This is an optimization exercise on Yosys and OpenROAD, whose aim is a short achievable clock period and few clock cycles, not a production implementation.
The RTL was checked by simulation tests, not by an equivalence proof against the original design.

==> run a <==
// processor
module processor(
    input clock,
    input rst,
    input [31:0] instruction,
    output [31:0] current_PC,
    output mem_read,
    output mem_write,
    output [31:0]  address,
    output [31:0] mem_write_data,
    input [31:0] mem_read_data,
    output reg_write,
    output [4:0] rd,
    output reg [31:0] to_REG_WRITE_DATA
    );
clock: 11.5 ns
lec_check: 0
cap_margin: 40
core_margin: 2
core_utilization: 30
setup_slack_margin: 5
slew_margin: 30
synth_hierarchical: 1
tns_end_percent: 100
run.sh (not shown) runs the stock make flow with config.mk's settings and CLKGATE_MAP_FILE= SYNTH_SCRIPT=/design/flow/synth_recipe.tcl, a recipe that flattens the netlist after the stock synthesis.
==> inputs of run b, as changes to run a <==
--- a/flow/design.v
+++ b/flow/design.v
@@ -109,16 +109,16 @@
     assign SD = fl_e ? mem_read_data : SDr;
     wire [31:0] sum, diff, rest;
     wire        borrow;
     adder      add_i (.inA(A), .inB(B), .out(sum));
     subtractor sub_i (.inA(A), .inB(B), .out(diff), .borrow(borrow));
     ALU alu_i (.A(A), .B(B), .sel({sel_e[10], sel_e[8:2]}), .imm(imm_e),
                .link({pcp4_e, 2'b00}), .result(rest));
-    wire eq_AB, lt, ltu;
-    compare cmp_AB (.x(A), .y(B), .eq(eq_AB), .lt(lt), .ltu(ltu));
+    wire lt  = (A[31] == B[31]) ? diff[31] : A[31];
+    wire ltu = borrow;
     wire [31:0] res_e = ({32{sel_e[0]}} & sum) | ({32{sel_e[1]}} & diff) | ({32{sel_e[9]}} & prel)
                       | {31'd0, (sel_e[11] & lt) | (sel_e[12] & ltu)} | rest;
     wire [2:0] eq3, lt3, ltu3;
     compare cmp_aa (.x(a_e),   .y(b_e),   .eq(eq3[0]), .lt(lt3[0]), .ltu(ltu3[0]));
     compare cmp_ra (.x(res_m), .y(b_e),   .eq(eq3[1]), .lt(lt3[1]), .ltu(ltu3[1]));
     compare cmp_ar (.x(a_e),   .y(res_m), .eq(eq3[2]), .lt(lt3[2]), .ltu(ltu3[2]));
     wire cond;
@@ -131,25 +131,24 @@
     wire jok_a, jok_r, ptgt_ok;
     imm_gen jca_i (.x(a_e),   .y(b_e), .k(ptgt_e), .equal(jok_a));
     imm_gen jcr_i (.x(res_m), .y(b_e), .k(ptgt_e), .equal(jok_r));
     imm_gen ptc_i (.x({pc_e, 2'b00}), .y(imm_e), .k(ptgt_e), .equal(ptgt_ok));
     wire jok = fa_e ? jok_r : jok_a;
     wire taken_e = jal_e || jalr_e || (br_e && cond);
     wire [31:2] atgt_e = jalr_e ? jt : prel[31:2];    
-    wire [31:2] rt1, rt0, npc1, npc0, npc;
+    wire [31:2] rt1, rt0, rtgt, npc;
     wire        red1, red0, redirect_ex;
     incrementer inc_i (.pc(pc_f), .pcp4(pcp4_f));
     redirect red_i (.rst(rst), .v(v_e), .br(br_e), .jal(jal_e), .jalr(jalr_e), .pt(pt_e), .tgt_ok(ptgt_ok),
                     .jalr_ok(jok), .prel(prel[31:2]), .pcp4_e(pcp4_e), .jt(jt),
                     .target_if_taken(rt1), .target_if_not(rt0),
                     .redirect_if_taken(red1), .redirect_if_not(red0));
-    multiplexor #(.W(30)) m_n1   (.control(red1), .inA(fd_next), .inB(rt1), .out(npc1));
-    multiplexor #(.W(30)) m_n0   (.control(red0), .inA(fd_next), .inB(rt0), .out(npc0));
-    multiplexor #(.W(30)) m_npc  (.control(cond), .inA(npc0), .inB(npc1), .out(npc));
+    multiplexor #(.W(30)) m_rt   (.control(cond), .inA(rt0), .inB(rt1), .out(rtgt));
     multiplexor #(.W(1))  m_red  (.control(cond), .inA(red0), .inB(red1), .out(redirect_ex));
+    multiplexor #(.W(30)) m_npc  (.control(redirect_ex), .inA(fd_next), .inB(rtgt), .out(npc));
     assign address = addr_o;
     assign mem_read = mrd_o;
     assign mem_write = mwr_o;
     assign mem_write_data = sd_m;
     assign reg_write = rw_o;
     assign rd = rd_o;
     always @* to_REG_WRITE_DATA = wd_o;
==> flow/flow/run.sh (new file) <==
#!/bin/bash
# Layout flow: the standard ORFS flow (standard.sh, which runs the
# standard synthesis script), with these settings on make's command line:
#  - DONT_USE_CELLS: the platform's list (dont_use_platform.txt) plus slow
#    many-input cells, full and half adder cells and the size-0 cells
#    (dont_use_slow.txt), so that abc maps the logic with faster cells;
#  - the port buffers are buf_4 cells;
set -euo pipefail
cd "$(dirname "$0")/.."
SETUP_MARGIN=7.5
DONT_USE="$(cat flow/dont_use_platform.txt flow/dont_use_slow.txt | tr '\n' ' ')"
bash standard.sh \
  "DONT_USE_CELLS=$DONT_USE" \
  "BUFFER_PORTS_ARGS=-buffer_cell sky130_fd_sc_hd__buf_4" \
  "SETUP_SLACK_MARGIN=$SETUP_MARGIN" \
  "TNS_END_PERCENT=100" \
  finish > standard.log 2>&1
==> flow/flow/dont_use_platform.txt (new file) <==
sky130_fd_sc_hd__probe_p_8
sky130_fd_sc_hd__probec_p_8
sky130_fd_sc_hd__lpflow_bleeder_1
sky130_fd_sc_hd__lpflow_clkbufkapwr_1
sky130_fd_sc_hd__lpflow_clkbufkapwr_16
sky130_fd_sc_hd__lpflow_clkbufkapwr_2
sky130_fd_sc_hd__lpflow_clkbufkapwr_4
sky130_fd_sc_hd__lpflow_clkbufkapwr_8
sky130_fd_sc_hd__lpflow_clkinvkapwr_1
sky130_fd_sc_hd__lpflow_clkinvkapwr_16
sky130_fd_sc_hd__lpflow_clkinvkapwr_2
sky130_fd_sc_hd__lpflow_clkinvkapwr_4
sky130_fd_sc_hd__lpflow_clkinvkapwr_8
sky130_fd_sc_hd__lpflow_decapkapwr_12
sky130_fd_sc_hd__lpflow_decapkapwr_3
sky130_fd_sc_hd__lpflow_decapkapwr_4
sky130_fd_sc_hd__lpflow_decapkapwr_6
sky130_fd_sc_hd__lpflow_decapkapwr_8
sky130_fd_sc_hd__lpflow_inputiso0n_1
sky130_fd_sc_hd__lpflow_inputiso0p_1
sky130_fd_sc_hd__lpflow_inputiso1n_1
sky130_fd_sc_hd__lpflow_inputiso1p_1
sky130_fd_sc_hd__lpflow_inputisolatch_1
sky130_fd_sc_hd__lpflow_isobufsrc_1
sky130_fd_sc_hd__lpflow_isobufsrc_16
sky130_fd_sc_hd__lpflow_isobufsrc_2
sky130_fd_sc_hd__lpflow_isobufsrc_4
sky130_fd_sc_hd__lpflow_isobufsrc_8
sky130_fd_sc_hd__lpflow_isobufsrckapwr_16
sky130_fd_sc_hd__lpflow_lsbuf_lh_hl_isowell_tap_1
sky130_fd_sc_hd__lpflow_lsbuf_lh_hl_isowell_tap_2
sky130_fd_sc_hd__lpflow_lsbuf_lh_hl_isowell_tap_4
sky130_fd_sc_hd__lpflow_lsbuf_lh_isowell_4
sky130_fd_sc_hd__lpflow_lsbuf_lh_isowell_tap_1
sky130_fd_sc_hd__lpflow_lsbuf_lh_isowell_tap_2
sky130_fd_sc_hd__lpflow_lsbuf_lh_isowell_tap_4
==> flow/flow/dont_use_slow.txt (new file) <==
sky130_fd_sc_hd__a2111o_1
sky130_fd_sc_hd__a2111o_2
sky130_fd_sc_hd__a2111o_4
sky130_fd_sc_hd__a2111oi_0
sky130_fd_sc_hd__a2111oi_1
sky130_fd_sc_hd__a2111oi_2
sky130_fd_sc_hd__a2111oi_4
sky130_fd_sc_hd__a221o_1
sky130_fd_sc_hd__a221o_2
sky130_fd_sc_hd__a221o_4
sky130_fd_sc_hd__a222oi_1
sky130_fd_sc_hd__a311o_1
sky130_fd_sc_hd__a311o_2
sky130_fd_sc_hd__a311o_4
sky130_fd_sc_hd__fa_1
sky130_fd_sc_hd__fa_2
sky130_fd_sc_hd__fa_4
sky130_fd_sc_hd__fah_1
sky130_fd_sc_hd__fahcin_1
sky130_fd_sc_hd__fahcon_1
sky130_fd_sc_hd__maj3_1
sky130_fd_sc_hd__maj3_2
sky130_fd_sc_hd__maj3_4
sky130_fd_sc_hd__mux4_1
sky130_fd_sc_hd__mux4_2
sky130_fd_sc_hd__mux4_4
sky130_fd_sc_hd__nor4_1
sky130_fd_sc_hd__nor4_2
sky130_fd_sc_hd__nor4b_1
sky130_fd_sc_hd__nor4b_2
sky130_fd_sc_hd__nor4b_4
sky130_fd_sc_hd__nor4bb_1
sky130_fd_sc_hd__nor4bb_2
sky130_fd_sc_hd__nor4bb_4
sky130_fd_sc_hd__o311a_1
sky130_fd_sc_hd__o311a_2
sky130_fd_sc_hd__o311a_4
sky130_fd_sc_hd__o32a_1
sky130_fd_sc_hd__o32a_2
sky130_fd_sc_hd__o32a_4
sky130_fd_sc_hd__o41a_1
sky130_fd_sc_hd__o41a_2
sky130_fd_sc_hd__o41a_4
sky130_fd_sc_hd__o41ai_1
sky130_fd_sc_hd__o41ai_2
sky130_fd_sc_hd__o41ai_4
sky130_fd_sc_hd__or3_1
sky130_fd_sc_hd__or3_2
sky130_fd_sc_hd__or3_4
sky130_fd_sc_hd__or3b_1
sky130_fd_sc_hd__or3b_2
sky130_fd_sc_hd__or3b_4
sky130_fd_sc_hd__or4_1
sky130_fd_sc_hd__or4_2
sky130_fd_sc_hd__or4_4
sky130_fd_sc_hd__or4b_1
sky130_fd_sc_hd__or4b_2
sky130_fd_sc_hd__or4b_4
sky130_fd_sc_hd__or4bb_1
sky130_fd_sc_hd__or4bb_2
sky130_fd_sc_hd__or4bb_4
sky130_fd_sc_hd__xnor3_1
sky130_fd_sc_hd__xnor3_2
sky130_fd_sc_hd__xnor3_4
sky130_fd_sc_hd__xor3_1
sky130_fd_sc_hd__xor3_2
sky130_fd_sc_hd__xor3_4
sky130_fd_sc_hd__a21boi_0
sky130_fd_sc_hd__and2_0
sky130_fd_sc_hd__o21ai_0
sky130_fd_sc_hd__o311ai_0
sky130_fd_sc_hd__or2_0
sky130_fd_sc_hd__ha_1
sky130_fd_sc_hd__ha_2
sky130_fd_sc_hd__ha_4
==> flow/standard.sh (new file) <==
#!/bin/bash
# synth_recipe.tcl (not shown) runs the flow's synth.tcl, then flattens the netlist and writes it again
# the make line also repeats each setting of config.mk as NAME=value (left out here)
make -C /OpenROAD-flow-scripts/flow DESIGN_CONFIG=/design/flow/config.mk WORK_HOME=/design/flow/orfs CLKGATE_MAP_FILE= SYNTH_SCRIPT=/design/flow/synth_recipe.tcl "${@:-finish}"
Settings changed: CAP_MARGIN 40 to 30, CORE_UTILIZATION 30 to 35, SETUP_SLACK_MARGIN 5 to not set, SLEW_MARGIN 30 to 20, TNS_END_PERCENT 100 to not set.
removed: flow/run.sh
==> inputs of run c, as changes to run a <==
--- a/flow/design.v
+++ b/flow/design.v
@@ -109,16 +109,16 @@
     assign SD = fl_e ? mem_read_data : SDr;
     wire [31:0] sum, diff, rest;
     wire        borrow;
     adder      add_i (.inA(A), .inB(B), .out(sum));
     subtractor sub_i (.inA(A), .inB(B), .out(diff), .borrow(borrow));
     ALU alu_i (.A(A), .B(B), .sel({sel_e[10], sel_e[8:2]}), .imm(imm_e),
                .link({pcp4_e, 2'b00}), .result(rest));
-    wire eq_AB, lt, ltu;
-    compare cmp_AB (.x(A), .y(B), .eq(eq_AB), .lt(lt), .ltu(ltu));
+    wire lt  = (A[31] == B[31]) ? diff[31] : A[31];
+    wire ltu = borrow;
     wire [31:0] res_e = ({32{sel_e[0]}} & sum) | ({32{sel_e[1]}} & diff) | ({32{sel_e[9]}} & prel)
                       | {31'd0, (sel_e[11] & lt) | (sel_e[12] & ltu)} | rest;
     wire [2:0] eq3, lt3, ltu3;
     compare cmp_aa (.x(a_e),   .y(b_e),   .eq(eq3[0]), .lt(lt3[0]), .ltu(ltu3[0]));
     compare cmp_ra (.x(res_m), .y(b_e),   .eq(eq3[1]), .lt(lt3[1]), .ltu(ltu3[1]));
     compare cmp_ar (.x(a_e),   .y(res_m), .eq(eq3[2]), .lt(lt3[2]), .ltu(ltu3[2]));
     wire cond;
@@ -131,25 +131,24 @@
     wire jok_a, jok_r, ptgt_ok;
     imm_gen jca_i (.x(a_e),   .y(b_e), .k(ptgt_e), .equal(jok_a));
     imm_gen jcr_i (.x(res_m), .y(b_e), .k(ptgt_e), .equal(jok_r));
     imm_gen ptc_i (.x({pc_e, 2'b00}), .y(imm_e), .k(ptgt_e), .equal(ptgt_ok));
     wire jok = fa_e ? jok_r : jok_a;
     wire taken_e = jal_e || jalr_e || (br_e && cond);
     wire [31:2] atgt_e = jalr_e ? jt : prel[31:2];    
-    wire [31:2] rt1, rt0, npc1, npc0, npc;
+    wire [31:2] rt1, rt0, rtgt, npc;
     wire        red1, red0, redirect_ex;
     incrementer inc_i (.pc(pc_f), .pcp4(pcp4_f));
     redirect red_i (.rst(rst), .v(v_e), .br(br_e), .jal(jal_e), .jalr(jalr_e), .pt(pt_e), .tgt_ok(ptgt_ok),
                     .jalr_ok(jok), .prel(prel[31:2]), .pcp4_e(pcp4_e), .jt(jt),
                     .target_if_taken(rt1), .target_if_not(rt0),
                     .redirect_if_taken(red1), .redirect_if_not(red0));
-    multiplexor #(.W(30)) m_n1   (.control(red1), .inA(fd_next), .inB(rt1), .out(npc1));
-    multiplexor #(.W(30)) m_n0   (.control(red0), .inA(fd_next), .inB(rt0), .out(npc0));
-    multiplexor #(.W(30)) m_npc  (.control(cond), .inA(npc0), .inB(npc1), .out(npc));
+    multiplexor #(.W(30)) m_rt   (.control(cond), .inA(rt0), .inB(rt1), .out(rtgt));
     multiplexor #(.W(1))  m_red  (.control(cond), .inA(red0), .inB(red1), .out(redirect_ex));
+    multiplexor #(.W(30)) m_npc  (.control(redirect_ex), .inA(fd_next), .inB(rtgt), .out(npc));
     assign address = addr_o;
     assign mem_read = mrd_o;
     assign mem_write = mwr_o;
     assign mem_write_data = sd_m;
     assign reg_write = rw_o;
     assign rd = rd_o;
     always @* to_REG_WRITE_DATA = wd_o;
==> inputs of run d, as changes to run a <==
--- a/flow/design.v
+++ b/flow/design.v
@@ -109,16 +109,16 @@
     assign SD = fl_e ? mem_read_data : SDr;
     wire [31:0] sum, diff, rest;
     wire        borrow;
     adder      add_i (.inA(A), .inB(B), .out(sum));
     subtractor sub_i (.inA(A), .inB(B), .out(diff), .borrow(borrow));
     ALU alu_i (.A(A), .B(B), .sel({sel_e[10], sel_e[8:2]}), .imm(imm_e),
                .link({pcp4_e, 2'b00}), .result(rest));
-    wire eq_AB, lt, ltu;
-    compare cmp_AB (.x(A), .y(B), .eq(eq_AB), .lt(lt), .ltu(ltu));
+    wire lt  = (A[31] == B[31]) ? diff[31] : A[31];
+    wire ltu = borrow;
     wire [31:0] res_e = ({32{sel_e[0]}} & sum) | ({32{sel_e[1]}} & diff) | ({32{sel_e[9]}} & prel)
                       | {31'd0, (sel_e[11] & lt) | (sel_e[12] & ltu)} | rest;
     wire [2:0] eq3, lt3, ltu3;
     compare cmp_aa (.x(a_e),   .y(b_e),   .eq(eq3[0]), .lt(lt3[0]), .ltu(ltu3[0]));
     compare cmp_ra (.x(res_m), .y(b_e),   .eq(eq3[1]), .lt(lt3[1]), .ltu(ltu3[1]));
     compare cmp_ar (.x(a_e),   .y(res_m), .eq(eq3[2]), .lt(lt3[2]), .ltu(ltu3[2]));
     wire cond;
@@ -131,25 +131,24 @@
     wire jok_a, jok_r, ptgt_ok;
     imm_gen jca_i (.x(a_e),   .y(b_e), .k(ptgt_e), .equal(jok_a));
     imm_gen jcr_i (.x(res_m), .y(b_e), .k(ptgt_e), .equal(jok_r));
     imm_gen ptc_i (.x({pc_e, 2'b00}), .y(imm_e), .k(ptgt_e), .equal(ptgt_ok));
     wire jok = fa_e ? jok_r : jok_a;
     wire taken_e = jal_e || jalr_e || (br_e && cond);
     wire [31:2] atgt_e = jalr_e ? jt : prel[31:2];    
-    wire [31:2] rt1, rt0, npc1, npc0, npc;
+    wire [31:2] rt1, rt0, rtgt, npc;
     wire        red1, red0, redirect_ex;
     incrementer inc_i (.pc(pc_f), .pcp4(pcp4_f));
     redirect red_i (.rst(rst), .v(v_e), .br(br_e), .jal(jal_e), .jalr(jalr_e), .pt(pt_e), .tgt_ok(ptgt_ok),
                     .jalr_ok(jok), .prel(prel[31:2]), .pcp4_e(pcp4_e), .jt(jt),
                     .target_if_taken(rt1), .target_if_not(rt0),
                     .redirect_if_taken(red1), .redirect_if_not(red0));
-    multiplexor #(.W(30)) m_n1   (.control(red1), .inA(fd_next), .inB(rt1), .out(npc1));
-    multiplexor #(.W(30)) m_n0   (.control(red0), .inA(fd_next), .inB(rt0), .out(npc0));
-    multiplexor #(.W(30)) m_npc  (.control(cond), .inA(npc0), .inB(npc1), .out(npc));
+    multiplexor #(.W(30)) m_rt   (.control(cond), .inA(rt0), .inB(rt1), .out(rtgt));
     multiplexor #(.W(1))  m_red  (.control(cond), .inA(red0), .inB(red1), .out(redirect_ex));
+    multiplexor #(.W(30)) m_npc  (.control(redirect_ex), .inA(fd_next), .inB(rtgt), .out(npc));
     assign address = addr_o;
     assign mem_read = mrd_o;
     assign mem_write = mwr_o;
     assign mem_write_data = sd_m;
     assign reg_write = rw_o;
     assign rd = rd_o;
     always @* to_REG_WRITE_DATA = wd_o;
Settings changed: CAP_MARGIN 40 to 20, CORE_UTILIZATION 30 to 40, SLEW_MARGIN 30 to 20.
==> flow_summary.json <==
{
  "powerClk_mw": 8.94,
  "multi_input_cells": 8052,
  "max_slew.worst_pin.slew_ns": 1.19,
  "die_y_um": 658,
  "syn_area_sq_um": 128000,
  "outcome": "complete, no violations",
  "avgSynthCellArea_sq_um": 11.0,
  "cp_num_cells": 12,
  "insertedDiodeCount": 102,
  "r2r_end": "addr_o[15]$_DFF_P_",
  "dp_hpwl_mm": 532,
  "grt_use_met1": 0.407,
  "grt_first_pass_wirelength_mm": 1010
}
# the run above: run c

==> flow_summary.json <==
{
  "outcome": "complete, no violations",
  "dp_hpwl_mm": 495,
  "multi_input_cells": 8811,
  "grt_first_pass_wirelength_mm": 1020,
  "grt_use_met1": 0.455,
  "powerClk_mw": 8.92,
  "cp_num_cells": 10,
  "avgSynthCellArea_sq_um": 10.6,
  "syn_area_sq_um": 130000,
  "r2r_end": "rf[27][8]$_DFFE_PP_"
}
# the run above: run b

==> flow_summary.json <==
{
  "outcome": "complete, no violations",
  "cp_num_cells": 10,
  "avgSynthCellArea_sq_um": 11.0,
  "dp_hpwl_mm": 522,
  "max_slew.worst_pin.slew_ns": 1.08,
  "grt_first_pass_wirelength_mm": 1010,
  "insertedDiodeCount": 73,
  "powerClk_mw": 9.17,
  "r2r_end": "addr_o[27]$_DFF_P_",
  "grt_use_met1": 0.407
}
# the run above: run a

==> flow_summary.json <==
{
  "multi_input_cells": 8052,
  "powerClk_mw": 9.09,
  "syn_area_sq_um": 128000,
  "r2r_end": "pc_i[2]$_DFF_PP0_",
  "die_y_um": 571,
  "outcome": "complete, no violations",
  "grt_use_met1": 0.564,
  "grt_first_pass_wirelength_mm": 1060,
  "max_slew.worst_pin.slew_ns": 1.38,
  "avgSynthCellArea_sq_um": 11.0,
  "cp_num_cells": 10,
  "insertedDiodeCount": 141,
  "skew_ns": 0.0690
}
# the run above: run d

Testbench counts of run a, summed over its fixed seeds: cycles 27,822.
Testbench counts of run b, summed over its fixed seeds: cycles 27,822.
Testbench counts of run c, summed over its fixed seeds: cycles 27,822.
Testbench counts of run d, summed over its fixed seeds: cycles 27,822.

[static timing again, ports no longer ideal]
Ports are ideal in the flow. The routed layouts listed here were re-timed in OpenROAD. Step 1 sets driving cells, clkbuf_16 on the clock port and buf_2 on the other inputs (assumed; they add their load-dependent delay and slew). Step 2 adds t to the input delays and takes it off the output delays; t is the mean of the earliest and latest rising clock arrival at the registers after step 1. Input paths then give back, and output paths get back, about the clock's delay inside the block. Three values: ideal ports, drivers, drivers and shift; two values: the first two.
run	t, ns	slack for setup (ns)	clock arrival spread, ns	worst slew at a driven data input, ns
run a	1.054	5.323 / 5.395 / 4.341	0.134 / 0.134	0.10
run b	1.047	7.222 / 7.277 / 6.230	0.127 / 0.127	0.10
run c	1.076	5.537 / 5.639 / 4.563	0.066 / 0.066	0.31
run d	1.040	5.244 / 5.335 / 4.295	0.070 / 0.069	0.09
After both steps setup and hold are still met in every run listed. The setup slack of run b, which loses most, moves by +0.055 ns with the drivers and by -0.992 ns with both steps.
